This design comes from an exercise in tuning for small area and a short achievable clock period on the open sky130 flow, not from production work. The RTL was checked by simulation tests, not by an equivalence proof against the original design. Power and IR drop assume default switching activity.

==> design.v <==
module m_2to1_8bit_mux (w_bus_mux_out, w_bus_mux_in_0, w_bus_mux_in_1, w_channel);
	output [7:0] w_bus_mux_out;
	input [7:0] w_bus_mux_in_0, w_bus_mux_in_1;
	input w_channel;
	assign w_bus_mux_out = (w_channel) ? w_bus_mux_in_1 : w_bus_mux_in_0;
endmodule
module m_2to1_8bit_mux_with_add1 (w_bus_mux_out, w_bus_mux_in_0, w_bus_mux_in_1, w_channel);
	output [7:0] w_bus_mux_out;
	input [7:0] w_bus_mux_in_0, w_bus_mux_in_1;
	input w_channel;
	assign w_bus_mux_out = (w_channel) ? (w_bus_mux_in_1 + 1) : w_bus_mux_in_0;
endmodule
module m_8bit_plus1_adder (w_bus_eight_out, w_bus_eight_in);
	output [7:0] w_bus_eight_out;
	input [7:0] w_bus_eight_in;
	assign w_bus_eight_out = w_bus_eight_in + 1;
endmodule
module m_arithmetic_logic_unit (w_bus_alu_out, w_cf, word, w_bus_high_register_value, w_bus_low_register_value, w_clock, w_reset);
	output [7:0] w_bus_alu_out;
	output w_cf;
	input [7:0] word, w_bus_high_register_value, w_bus_low_register_value;
	input w_clock, w_reset;
	reg [7:0] r_bus_alu_out;
	reg r_cf, r_temp1;
	reg [6:0] r_temp2;
	assign w_bus_alu_out = r_bus_alu_out;
	assign w_cf = r_cf;
	integer i;
	always @ (posedge w_clock) begin
		if (w_reset) r_cf <= 0;
		else if (word[3:0] != 4'b1111 & word[7:4] == 4'b1000) r_cf <= (w_bus_high_register_value >= w_bus_low_register_value);	 
		else if (word[3:0] != 4'b1111 & word[7:4] == 4'b0111) r_cf <= (w_bus_high_register_value <= w_bus_low_register_value);	 
	end
	always @ (*) begin
		r_temp1 = 0;
		r_temp2[6:0] = 7'b0000000;
		if (word[7:4] == 4'b1111 | word[3:0] == 4'b1111) r_bus_alu_out[7:0] = w_bus_high_register_value[7:0]; 			 
		else if (word[7:4] == 4'b1110) r_bus_alu_out[7:0] = w_bus_low_register_value[7:0]; 					 
		else if (word[7:4] == 4'b1101) r_bus_alu_out[7:0] = 8'b00000000;							 
		else if (word[7:4] == 4'b1100) r_bus_alu_out[7:0] = {word[3:0], 4'b0000};						 
		else if (word[7:4] == 4'b1011) r_bus_alu_out[7:0] = {4'b0000, word[3:0]};						 
		else if (word[7:4] == 4'b1010) r_bus_alu_out[7:0] = w_bus_high_register_value[7:0];					 
		else if (word[7:4] == 4'b1001) r_bus_alu_out[7:0] = (w_cf) ? w_bus_low_register_value : 8'b00000000;			 
		else if (word[7:4] == 4'b1000) r_bus_alu_out[7:0] = 8'b00000000;							 
		else if (word[7:4] == 4'b0111) r_bus_alu_out[7:0] = 8'b00000000;							 
		else if (word[7:4] == 4'b0110) begin											 
			r_bus_alu_out[7:0] = w_bus_low_register_value[7:0];
			for (i = 0; i < 8; i = i + 1) begin
				if (i < w_bus_high_register_value[2:0]) begin
					r_temp1 = r_bus_alu_out[0];
					r_temp2[6:0] = r_bus_alu_out[7:1];
					r_bus_alu_out[7:0] = {r_temp1, r_temp2[6:0]};
				end
			end
		end
		else if (word[7:4] == 4'b0101) begin											 
			r_bus_alu_out[7:0] = w_bus_low_register_value[7:0];
			for (i = 0; i < 8; i = i + 1) begin
				if (i < w_bus_high_register_value[2:0]) begin
					r_temp1 = r_bus_alu_out[7];
					r_temp2[6:0] = r_bus_alu_out[6:0];
					r_bus_alu_out[7:0] = {r_temp2[6:0], r_temp1};
				end
			end
		end
		else if (word[7:4] == 4'b0100) r_bus_alu_out[7:0] = (w_bus_high_register_value + w_bus_low_register_value);		 
		else if (word[7:4] == 4'b0011) r_bus_alu_out[7:0] = (w_bus_high_register_value[7:0] | w_bus_low_register_value[7:0]);	 
		else if (word[7:4] == 4'b0010) r_bus_alu_out[7:0] = (w_bus_high_register_value[7:0] & w_bus_low_register_value[7:0]);	 
		else if (word[7:4] == 4'b0001) r_bus_alu_out[7:0] = (~w_bus_high_register_value[7:0]);					 
		else r_bus_alu_out[7:0] = 8'b00000000;
	end
endmodule
module m_pc_reg (r_bus_addr_out, w_bus_addr_in, w_clock, w_reset);
	input [7:0] w_bus_addr_in;				 
	input w_clock, w_reset;					 
	output reg [7:0] r_bus_addr_out;			 
	always @ (posedge w_clock)				 
		if (w_reset) r_bus_addr_out <= 8'b0;		 
		else r_bus_addr_out <= w_bus_addr_in;		 
endmodule
module m_program_counter (w_bus_addr_pc_out, w_bus_jump_addr, w_channel, w_clock, w_reset);
	output [7:0] w_bus_addr_pc_out;
	input [7:0] w_bus_jump_addr;
	input w_channel, w_clock, w_reset;
	wire [7:0] w_bus_mux_out, w_bus_pc_plus1;
	m_pc_reg pc_reg (w_bus_addr_pc_out, w_bus_mux_out, w_clock, w_reset);
	m_8bit_plus1_adder add_pc (w_bus_pc_plus1, w_bus_addr_pc_out);
	m_2to1_8bit_mux pc_mux (w_bus_mux_out, w_bus_pc_plus1, w_bus_jump_addr, w_channel);
endmodule	
module m_instruction_logic_unit (w_jump_flag, w_data_mem_write_flag, w_store_word_flag, w_store_pc_flag, w_load_word_flag, w_write_back_flag, w_write_back_reg, w_bus_wordin, w_cf, w_clock);
	output w_jump_flag, w_data_mem_write_flag, w_store_word_flag, w_store_pc_flag, w_load_word_flag, w_write_back_flag;
	output [3:0]  w_write_back_reg;
	input w_cf, w_clock;
	input [7:0] w_bus_wordin;
	reg r_jump_flag, r_data_mem_write_flag, r_store_word_flag, r_store_pc_flag, r_load_word_flag, r_write_back_flag;
	reg [3:0] r_write_back_reg;
	assign w_jump_flag = r_jump_flag;
	assign w_data_mem_write_flag = r_data_mem_write_flag;
	assign w_store_word_flag = r_store_word_flag;
	assign w_store_pc_flag = r_store_pc_flag;
	assign w_load_word_flag = r_load_word_flag;
	assign w_write_back_flag = r_write_back_flag;
	assign w_write_back_reg[3:0] = r_write_back_reg[3:0];
	always @ (*) begin
		r_jump_flag = 0;
		r_data_mem_write_flag = 0;
		r_store_word_flag = 0;
		r_store_pc_flag = 0;
		r_load_word_flag = 0;
		r_write_back_flag = 0;
		r_write_back_reg[3:0] = w_bus_wordin[3:0];
		if (w_bus_wordin[3:0] == 4'b1111 | w_bus_wordin[7:4] == 4'b1100 | w_bus_wordin[7:4] == 4'b1011) begin
			r_jump_flag = 0;
			r_data_mem_write_flag = 0;
			r_store_word_flag = 0;
			r_store_pc_flag = 0;
			r_load_word_flag = 0;
			r_write_back_flag = 1;
			r_write_back_reg[3:0] = 4'b1111;
		end
		else if (w_bus_wordin[7:4] == 4'b1110) begin
			r_jump_flag = 0;
			r_data_mem_write_flag = 1;
			r_store_word_flag = 1;
			r_store_pc_flag = 0;
			r_load_word_flag = 0;
			r_write_back_flag = 0;
			r_write_back_reg[3:0] = w_bus_wordin[3:0];
		end
		else if (w_bus_wordin[7:4] == 4'b1101) begin
			r_jump_flag = 0;
			r_data_mem_write_flag = 0;
			r_store_word_flag = 0;
			r_store_pc_flag = 0;
			r_load_word_flag = 1;
			r_write_back_flag = 1;
			r_write_back_reg[3:0] = w_bus_wordin[3:0];
		end
		else if (w_bus_wordin[7:4] == 4'b1010) begin
			r_jump_flag = 1;
			r_data_mem_write_flag = 0;
			r_store_word_flag = 0;
			r_store_pc_flag = 1;
			r_load_word_flag = 0;
			r_write_back_flag = 1;
			r_write_back_reg[3:0] = w_bus_wordin[3:0];
		end
		else if (w_bus_wordin[7:4] == 4'b1001) begin
			r_jump_flag = w_cf;
			r_data_mem_write_flag = 0;
			r_store_word_flag = 0;
			r_store_pc_flag = 0;
			r_load_word_flag = 0;
			r_write_back_flag = 0;
			r_write_back_reg[3:0] = w_bus_wordin[3:0];
		end
		else if (w_bus_wordin[7:4] == 4'b1000 | w_bus_wordin[7:4] == 4'b0111) begin
			r_jump_flag = 0;
			r_data_mem_write_flag = 0;
			r_store_word_flag = 0;
			r_store_pc_flag = 0;
			r_load_word_flag = 0;
			r_write_back_flag = 0;
			r_write_back_reg[3:0] = w_bus_wordin[3:0];
		end
		else if (w_bus_wordin[7:4] == 4'b1111 | w_bus_wordin[7:4] == 4'b0110 | w_bus_wordin[7:4] == 4'b0101 | w_bus_wordin[7:4] == 4'b0100 | w_bus_wordin[7:4] == 4'b0011 | w_bus_wordin[7:4] == 4'b0010 | w_bus_wordin[7:4] == 4'b0001) begin
			r_jump_flag = 0;
			r_data_mem_write_flag = 0;
			r_store_word_flag = 0;
			r_store_pc_flag = 0;
			r_load_word_flag = 0;
			r_write_back_flag = 1;
			r_write_back_reg[3:0] = w_bus_wordin[3:0];
		end
	end
endmodule
module m_register_file (w_bus_high_reg, w_bus_low_reg, w_bus_instr_word, w_bus_write_back_value, w_bus_write_back_reg, w_write_back, w_clock, w_reset);
	output [7:0] w_bus_high_reg, w_bus_low_reg;
	input [7:0] w_bus_instr_word, w_bus_write_back_value;
	input [3:0] w_bus_write_back_reg;
	input w_write_back, w_clock, w_reset;
	reg [7:0] r_registers [0:15];
	integer i;
	assign w_bus_high_reg = r_registers[w_bus_instr_word[7:4]];
	assign w_bus_low_reg = r_registers[w_bus_instr_word[3:0]];
	always @ (posedge w_clock) begin
		if (w_write_back & w_bus_write_back_reg != 4'b0000) r_registers[w_bus_write_back_reg] <= w_bus_write_back_value;
		if (w_reset) for (i = 0; i < 16; i = i + 1) r_registers[i] <= 8'b00000000;
	end
endmodule
module m_data_memory (w_bus_data_out, w_bus_data_in, w_bus_addr, w_write_enable, w_reset, w_clock);
	output [7:0] w_bus_data_out;
	input [7:0] w_bus_data_in;
	input [7:0] w_bus_addr;
	input w_write_enable, w_reset, w_clock;
	reg [7:0] r_data_mem [0:255];
	integer i;
	assign w_bus_data_out = r_data_mem[w_bus_addr];
	always @ (posedge w_clock) begin
		if (w_write_enable) r_data_mem[w_bus_addr] <= w_bus_data_in;
		if (w_reset) for (i = 0; i < 256; i = i + 1) r_data_mem[i] <= 8'b00000000;
	end
endmodule
module m_tera (w_clock, w_reset, w_bus_instr_mem_addr, w_bus_instr_mem_word,
	w_trace_reg_write, w_trace_reg_addr, w_trace_reg_value,
	w_trace_mem_write, w_trace_mem_addr, w_trace_mem_value);
	input w_clock, w_reset;
	output [7:0] w_bus_instr_mem_addr;
	input [7:0] w_bus_instr_mem_word;
	output w_trace_reg_write;
	output [3:0] w_trace_reg_addr;
	output [7:0] w_trace_reg_value;
	output w_trace_mem_write;
	output [7:0] w_trace_mem_addr, w_trace_mem_value;
	wire [7:0] w_bus_alu_out;
	wire w_jump_flag;
	m_program_counter pc (w_bus_instr_mem_addr, w_bus_alu_out, w_jump_flag, w_clock, w_reset);
	wire [7:0] w_bus_data_mem_word, w_bus_high_register_value, w_bus_low_register_value;
	wire w_data_mem_write_enable;
	m_data_memory data_mem (w_bus_data_mem_word, w_bus_alu_out, w_bus_high_register_value, w_data_mem_write_enable, w_reset, w_clock);
	wire [7:0] w_bus_write_back_value;
	wire [3:0] w_bus_write_back_reg;
	wire w_write_back_flag;
	m_register_file regfile (w_bus_high_register_value, w_bus_low_register_value, w_bus_instr_mem_word, w_bus_write_back_value, w_bus_write_back_reg, w_write_back_flag, w_clock, w_reset);
	wire w_store_word_flag, w_store_pc_flag, w_load_word_flag, w_cf;  
	m_instruction_logic_unit ilu (w_jump_flag, w_data_mem_write_enable, w_store_word_flag, w_store_pc_flag, w_load_word_flag, w_write_back_flag, w_bus_write_back_reg, w_bus_instr_mem_word, w_cf, w_clock);
	m_arithmetic_logic_unit alu (w_bus_alu_out, w_cf, w_bus_instr_mem_word, w_bus_high_register_value, w_bus_low_register_value, w_clock, w_reset);
	wire [7:0] w_bus_mux_inter;
	m_2to1_8bit_mux load_mux (w_bus_mux_inter, w_bus_alu_out, w_bus_data_mem_word, w_load_word_flag);
	m_2to1_8bit_mux_with_add1 pc_mux (w_bus_write_back_value, w_bus_mux_inter, w_bus_instr_mem_addr, w_store_pc_flag);
	assign w_trace_reg_write = w_write_back_flag & (w_bus_write_back_reg != 4'b0000);
	assign w_trace_reg_addr = w_bus_write_back_reg;
	assign w_trace_reg_value = w_bus_write_back_value;
	assign w_trace_mem_write = w_data_mem_write_enable;
	assign w_trace_mem_addr = w_bus_high_register_value;
	assign w_trace_mem_value = w_bus_alu_out;
endmodule
==> run.sh <==
#!/bin/bash
# synth_recipe.tcl (not shown) runs the flow's synth.tcl, then flattens the netlist and writes it again
# the make line also repeats each setting of config.mk as NAME=value (left out here)
make -C /OpenROAD-flow-scripts/flow DESIGN_CONFIG=/design/flow/config.mk WORK_HOME=/design/flow/orfs CLKGATE_MAP_FILE= SYNTH_SCRIPT=/design/flow/synth_recipe.tcl finish
==> config.mk <==
export PLATFORM = sky130hd
export DESIGN_NAME = m_tera
export DESIGN_NICKNAME = m_tera
export VERILOG_FILES = /design/flow/design.v
export SDC_FILE = /design/flow/constraint.sdc
export NUM_CORES = 4
export LEC_CHECK = 0
export CAP_MARGIN = 20
export CORE_MARGIN = 2
export CORE_UTILIZATION = 50
export PLACE_DENSITY = 0.65
export SETUP_SLACK_MARGIN = 0.8
export SLEW_MARGIN = 20
==> constraint.sdc <==
create_clock -name core_clock -period 13.0 [get_ports {w_clock}]
set_input_delay 2.6000 -clock core_clock [delete_from_list [all_inputs] [get_ports {w_clock}]]
set_output_delay 2.6000 -clock core_clock [all_outputs]
set_load 0.01 [all_outputs]
==> impl_metrics.csv <==
group,metric,value,unit
synth,synth_cell_type_count,83,
cells_and_area,nNetsFinal,10602,
place,portBuffers,47,
synth,synth.area.top_cells,"dfxtp_1 45%, a211oi_1 14%, nor2_1 9.1%",
clock_tree,numCtsBuffers,221,
sta,hold_violations,0,
setup_path,path_common_cell,"a221oi_1",
global_route,first_global_vias,79539,
flow_run,cap_violations,0,
synth,synth_ff_type,"dfxtp_1",
die,dieArea,199000,um^2
synth,seq_area_frac_synth,0.448,
setup_path,cpMaxStageDelayCell,"a221oi_1",
power,power_density,134,nW/um^2
drt,postRouteAntennaNets,0,
global_route,grt.overflow.total,0,
clock_tree,cts_tree,"yes",
drt,drtIter0Drc,12142,
setup_path,cpPeakStageDelay,0.85,ns
clock_tree,clock_sinks,2185,
synth,synth_nets,11184,
hold_path,hp-class,"flip-flop to flip-flop",
synth,ys_async_sr_fraction,0,
global_route,track_usage,0.365,
setup_path,crit_type,"input port to output port",
setup_path,arrival,9.82,ns
sta,fin_crit,12.42,ns
setup_path,crit_buf_inv,4,
synth,synth_simple_gate_area_share,0.181,
setup_path,crit_chain,"dlygate4sd2_1 -> mux4_2 -> mux2_2 -> mux2i_4 -> clkinv_16 -> nor2_4 -> buf_12 -> a221oi_1 -> o211ai_1 -> o41ai_1 -> a221oi_1 -> nand3_1 -> o211ai_2 -> nand2_1 -> clkdlybuf4s50_1",
drt,vias,86627,
global_route,grt_pass1_wl,547000,um
sta,tightest_slew,1.42,ns
clock_tree,htreeDepth,4,
place,preCtsSetupSlack,0.410,ns
synth,synth_common_cells,"2375 x nor2_1, 2185 x dfxtp_1, 1823 x a211oi_1",
clock_tree,clk_pin_slew,0.06,ns
synth,synth_compound_area_frac,0.198,
die,die_w,446,um
synth,yosys-mux-area-fraction,0.110,
setup_path,endpoint_kind,"output port",
drt,wl,374000,um
setup_path,crit_family,"buffers and inverters",
die,rows,162,
hold_path,min_from,"regfile.r_registers[2][6]",
synth,syn_area_per_cell,8.76,um^2
setup_path,crit_path_start_kind,"input port",
die,start_util,0.502,
synth,synth_top_family_by_area,"compound AO/OA/AOI/OAI gates",
setup_path,r2r_start,"regfile.r_registers[6][0]",
sta,rsz0062_at_grt,"false",
clock_tree,clock_latency,0.91,ns
global_route,grt_max_degree,223,
sta,fin_crit_sh,0.955,
sta,fin_setup_tns,0,ns
place,hpwl,240000,um
sta,fin_skew,0.0546,ns
sta,maxSlewViolCount,0,
synth,synth_area,97700,um^2
place,gp_congestion,1.02,
synth,synthAdderAreaFrac,0.00341,
synth,synth_top_area_cell,"dfxtp_1",
clock_tree,cts_buffer_depth,3,
cells_and_area,area_growth,8.97,%
setup_path,required,10.40,ns
setup_path,cp_max_fo,110,
synth,synth-seq-cells,2185,
setup_path,crit_start,"w_bus_instr_mem_word[6]",
sta,setup_slack,0.585,ns
sta,setup_viol,0,
power,ir_worst_vdd,0.158,mV
synth,synth_xor_area_frac,0.00108,
die,die_h,446,um
drt,drt_pre_antenna_iters,8,
drt,drc,0,
synth,synth_top_area_frac,0.448,
drt,viasPerCell,6.51,
sta,fmax,80.5,MHz
synth,ys_warn_count,5,
die,pin_count,48,
synth,synth.most_common_cell,"nor2_1",
sta,max_slew_margin,0.0502,
synth,syn_inst,11148,
global_route,antenna_found_initial,19,
cells_and_area,drive_gt1_frac,0.105,
cells_and_area,fill_cells,17601,
run_status,status,"complete, no violations",
synth,synth-edff-count,0,
clock_tree,clock-root-buffer,"clkbuf_16",
drt,post_drt_wl_per_cell,28.1,um
power,power.leakage,33.8,nW
die,core-area,195000,um^2
-- sequential cells by signal (all words and copies together), names as in the netlist --
register	flops
alu.r_cf	1
pc.pc_reg.r_bus_addr_out	8
data_mem.r_data_mem	2048
regfile.r_registers	128
-- worst reg2reg max path: cells and delay by family (launching register included) --
kind	cells	cell delay (ns)
AO/OA/AOI/OAI	8	1.84
XOR/XNOR	1	0.11
adder cells (fa/ha/maj)	2	0.85
buffers and inverters	4	2.75
flip-flops	1	0.38
multiplexers	3	1.72
AND/OR/NAND/NOR	1	0.13
-- layout by cell type, fill, tap and decap left out, types with 19 or more instances in the layout --
cell,Yosys,layout
nor2_1,2375,2256
dfxtp_1,2185,2185
a211oi_1,1823,1823
nand2_1,1186,1183
mux2i_1,533,531
nand3_1,383,383
buf_4,74,263
mux4_2,236,236
clkbuf_16,0,223
a21oi_1,189,188
nor2_2,53,164
o21ai_0,151,150
a32oi_1,133,133
nand4_1,116,116
a31oi_1,64,64
clkbuf_1,452,62
clkbuf_8,0,56
a22oi_1,44,44
nor3_1,47,44
clkdlybuf4s50_1,0,40
inv_1,35,32
buf_12,0,32
o31ai_1,30,30
clkinv_2,0,30
nand2b_1,25,25
ha_1,25,25
o22ai_1,24,24
nor2b_1,23,23
o2111ai_1,22,22
nor4_1,27,22
o211ai_1,21,21
nor2_4,12,20
a311oi_1,19,19
o41ai_1,20,19
-- power breakdown --
part           leakage (nW)  internal, mW  switching, mW  total, mW
sequential             17.6          6.71        0.00977       6.72
combinational          12.5         0.199          0.785      0.984
clock                  3.69          3.80           2.82       6.62
-- metrics by stage --
stage | hold WS, ns | area, um^2 | total power, mW | util | cells
final | 0.469 | 106000 | 14.3 | 0.547 | 13300
after global routing | 0.487 | 106000 | 14.6 | 0.547 | 13296
after CTS | 0.470 | 106000 | 14.3 | 0.546 | 13287
after detailed placement | 0.461 | 98600 | 7.81 | 0.507 | 12876
after global placement | 0.454 | 98400 | 7.80 | 0.506 | 12868
after floorplan | 0.439 | 97700 | 7.45 | - | 11148
-- worst paths after layout --
kind	endpoint	cells past startpoint	slack (ns)
setup / recovery	w_trace_reg_value[1]	15	0.58
hold / removal	regfile.r_registers[2][6]	2	0.47
hold reg to reg	regfile.r_registers[2][6]	2	0.47
setup reg to reg	data_mem.r_data_mem[110][6]	19	5.01
-- cells by family (layout without fill, tap and decap cells) --
family	count (synthesis)	in the layout
xor gates and xnor gates	12	12
other	0	8
and+or+nand+nor	4312	4312
AOI/OAI and AO/OA	2649	2649
adders and majority gates	26	26
DFF	2185	2185
muxes	777	778
buffers and inverters	1187	788
-- what timing repair did --
item / CTS / global route
hold buffers: 0 / 0
resized for setup: 7 / 1
endpoints found under the setup margin: 2 / 1
pin swaps: 2 / 1
buffers inserted: 3 / 0
cloned: 1 / 0
-- final cells by class --
type,count,area [um^2],share of cell area
diodes,8,20.0,0.000188
inverters,37,180,0.00169
flip-flops and latches,2185,43700,0.411
clock buffers,341,6580,0.0618
clock inverters,66,925,0.00869
repair buffers,344,3110,0.0292
multi-input cells,7777,48700,0.458
well taps,2542,3180,0.0299
-- per-layer routing --
layer	GRT usage	part of all wire	vias up
met5	0	0.00042	-
met2	0.525	0.42	4873
met1	0.483	0.40	41633
met3	0.101	0.11	1154
li1	-	-	38945
met4	0.227	0.071	22

-- port drivers added, routing unchanged --
Ports are ideal in the flow. The routed layout listed here was re-timed in OpenROAD. Step 1: set_driving_cell puts a clkbuf_16 on w_clock and a buf_2 on each other input, an assumption about the parent block. Step 2 moves the port delays by t, midway between the first and last clock arrival at a register: inputs arrive t later, outputs are due t later. That takes back most of the time a late clock gives input paths. a / b / c = ideal ports / drivers / drivers and shift; a / b = the first two.
t (ns): 0.976
slack for setup (ns): 0.585 / 0.560 / 0.560
worst setup path after step 2: input to output
worst data-port slew with drivers (ns): 0.09
After both steps setup and hold are still met in this run. For this run, drivers alone change the setup slack by -0.025 ns; drivers and shift together by -0.025 ns.
